This design comes from an exercise in tuning for small area, a short achievable clock period and few clock cycles on the open sky130 flow, not from production work. Only simulation tests tie the RTL to the original design; equivalence was not proved. No activity file was given, so power comes from the tool's default toggle rates.

==> flow/design.v (excerpt) <==
module mips(clk,reset,imem_addr,imem_rdata,dmem_addr,dmem_wdata,dmem_we,dmem_rdata);
Size in the first run: about 120 I/O pins.
export LEC_CHECK = 0
export CAP_MARGIN = 20
export CORE_MARGIN = 2
export CORE_UTILIZATION = 40
export SLEW_MARGIN = 20
create_clock -name core_clock -period 10.0 [get_ports {clk}]
standard.sh (not shown) runs the stock make flow with config.mk's settings and CLKGATE_MAP_FILE= SYNTH_SCRIPT=/design/flow/synth_recipe.tcl, a recipe that flattens the netlist after the stock synthesis.
==> flow/flow/run.sh <==
#!/bin/bash
set -euo pipefail
bash standard.sh SETUP_SLACK_MARGIN=6.5 "BUFFER_PORTS_ARGS=-buffer_cell sky130_fd_sc_hd__buf_4" finish > standard_flow.log 2>&1
Testbench counts at the start, summed over its fixed seeds: cycles 40,750.
Next try:
--- a/flow/design.v
+++ b/flow/design.v
@@ -123,16 +123,17 @@
     input [31:0] dmem_rdata;
     reg [9:0]  fpc;            
     reg [9:0]  ras;            
     reg        r_v;            
     reg [31:0] r_ir;
     reg [9:0]  r_pc;           
     reg [31:1] sa, sb;         
     reg        fa, fb;         
+    reg        ldm;            
     reg        ia28, ia29, ib28, ib29;   
     reg        x_v;            
     reg [31:0] x_ir;
     reg [31:0] xa;             
     reg [31:0] xbop;           
     reg        xfa;            
     reg        xfbop;          
     reg [31:0] pc_x;
@@ -197,24 +198,25 @@
     wire r_rwe    = r_c[14];
     wire r_load   = r_c[21];
     wire [4:0] r_waddr = r_c[4:0];
     wire [4:0] r_rs = r_ir[25:21];
     wire [4:0] r_rt = r_ir[20:16];
     wire ldu = r_v & x_v & x_load & x_rwe & ((x_waddr == r_rs) | (x_waddr == r_rt));
     wire flush = m_ov;                        
     wire x_commit = x_v & ~m_sb1 & ~flush;
-    wire hold_r = m_sb1 | ldu;                
+    wire hold_r = m_sb1 | ldu | (ldm & r_v);  
+    wire r_wait = ldu | (ldm & r_v);
     wire [31:0] wdata = m_load ? (m_word ? dmem_rdata : {{24{dmem_rdata[7]}}, dmem_rdata[7:0]}) : m_res;
     wire m_wen = m_rwe & ~m_ov;
     wire [31:0] ra, rb;
     wire [31:1] valid;
     GPR GPR1(.clk(clk), .reset(reset), .we(m_wen), .waddr(m_waddr), .wdata(wdata),
              .ov_set(m_ov), .sa(sa), .fa(fa), .ia28(ia28), .ia29(ia29),
-             .sb(sb), .fb(fb), .ib28(ib28), .ib29(ib29), .fwd(wdata),
+             .sb(sb), .fb(fb), .ib28(ib28), .ib29(ib29), .fwd(m_res),
              .busA(ra), .busB(rb), .valid(valid));
     wire x_byp = x_v & x_rwe & ~x_load;
     wire n_xfa = x_byp & (x_waddr == r_rs);
     wire n_xfb = x_byp & (x_waddr == r_rt);
     wire r_bb  = r_c[13];
     wire r_bnb = r_c[12];
     wire [31:0] r_se = {{16{r_ir[15]}}, r_ir[15:0]};
     wire [31:0] n_bop = r_bb ? rb : r_bnb ? ~rb : r_se;
@@ -244,17 +246,18 @@
     wire f_beqs = ~w[31] & ~w[29] & w[28] & (w[25:21] == w[20:16]);
     wire f_jr   = ~w[31] & ~w[29] & ~w[28] & ~w[27] & ~w[5] & w[3];
     wire [9:0] fpc4 = fpc + 10'd4;
     wire [9:0] fpred = f_j  ? {w[7:0], 2'b00} :
                        f_beqs ? fpc4 + {w[7:0], 2'b00} :
                        f_jr ? ras : fpc4;
     wire [4:0] n_rs = hold_r ? r_rs : w[25:21];
     wire [4:0] n_rt = hold_r ? r_rt : w[20:16];
-    wire n_mw = x_commit & x_rwe;
+    wire n_mw = x_commit & x_rwe & ~x_load;
+    wire n_ldm = x_commit & x_rwe & x_load & ((x_waddr == n_rs) | (x_waddr == n_rt));
     wire n_fa = n_mw & (x_waddr == n_rs);
     wire n_fb = n_mw & (x_waddr == n_rt);
     wire [31:1] n_valid;
     wire [31:1] n_sa, n_sb;
     genvar i;
     generate
         for (i = 1; i < 32; i = i + 1) begin : sel
             assign n_valid[i] = valid[i] | (m_wen & (m_waddr == i));
@@ -279,28 +282,29 @@
                 fpc <= pc_x[9:0];
                 r_v <= 1'b0;
                 x_v <= 1'b0;
             end else if (m_sb1) begin
             end else if (redirect) begin
                 fpc <= rtarget;
                 r_v <= 1'b0;
                 x_v <= 1'b0;
-            end else if (ldu) begin
+            end else if (r_wait) begin
                 x_v <= 1'b0;
             end else begin
                 fpc <= fpred;
                 r_v <= 1'b1;
                 x_v <= r_v;
             end
         end
     end
     always @(posedge clk) begin
         sa <= n_sa; sb <= n_sb;
         fa <= n_fa; fb <= n_fb;
+        ldm <= n_ldm;
         ia28 <= (n_rs == 5'd28) & ~n_valid[28] & ~n_fa;
         ia29 <= (n_rs == 5'd29) & ~n_valid[29] & ~n_fa;
         ib28 <= (n_rt == 5'd28) & ~n_valid[28] & ~n_fb;
         ib29 <= (n_rt == 5'd29) & ~n_valid[29] & ~n_fb;
         if (!hold_r) begin
             r_ir <= w;
             r_c <= decode(w);
             r_pc <= fpc;
=> Global-route usage goes up by 2.0 points; utilization goes down by 0.18 points; clock skew goes down by 0.017 ns; synthesized cell count goes up by 4.2%; non-clock buffer count goes up by 49; routed wire length goes up by 4.9%; clock power hardly moves; hold slack gets worse by 0.0031 ns; die area goes up by 0.85%; via count goes up by 2.7%; flip-flop and latch count goes up by 1; final area goes up by 0.78%; area after synthesis goes up by 0.86%; power goes up by 1.1%.
Testbench counts after the change, summed over its fixed seeds: cycles 40,879.

## separate check: timing with driven ports
The flow's constraints put no driver on any port. The routed layouts listed below were extracted and timed again, unchanged, in two steps.
Step 1 sets driving cells, clkbuf_16 on the clock port and buf_2 on the other inputs (assumed; they add their load-dependent delay and slew).
Step 2 also shifts input and output timing later by t, the mid clock arrival at the registers, as if the neighbouring blocks saw the same clock.
Slacks: ideal / step 1 / step 2; pairs: ideal / step 1.
run | shift t [ns] | slack for setup (ns) | worst register clock-pin slew, ns
the first run | 0.891 | 6.180 / 6.180 / 5.482 | 0.08 / 0.08
the second run | 0.887 | 6.094 / 6.094 / 5.695 | 0.07 / 0.07
After both steps every run listed still meets setup and hold. For the first run, which loses most, drivers alone change the setup slack by 0.000 ns; drivers and shift together by -0.698 ns.
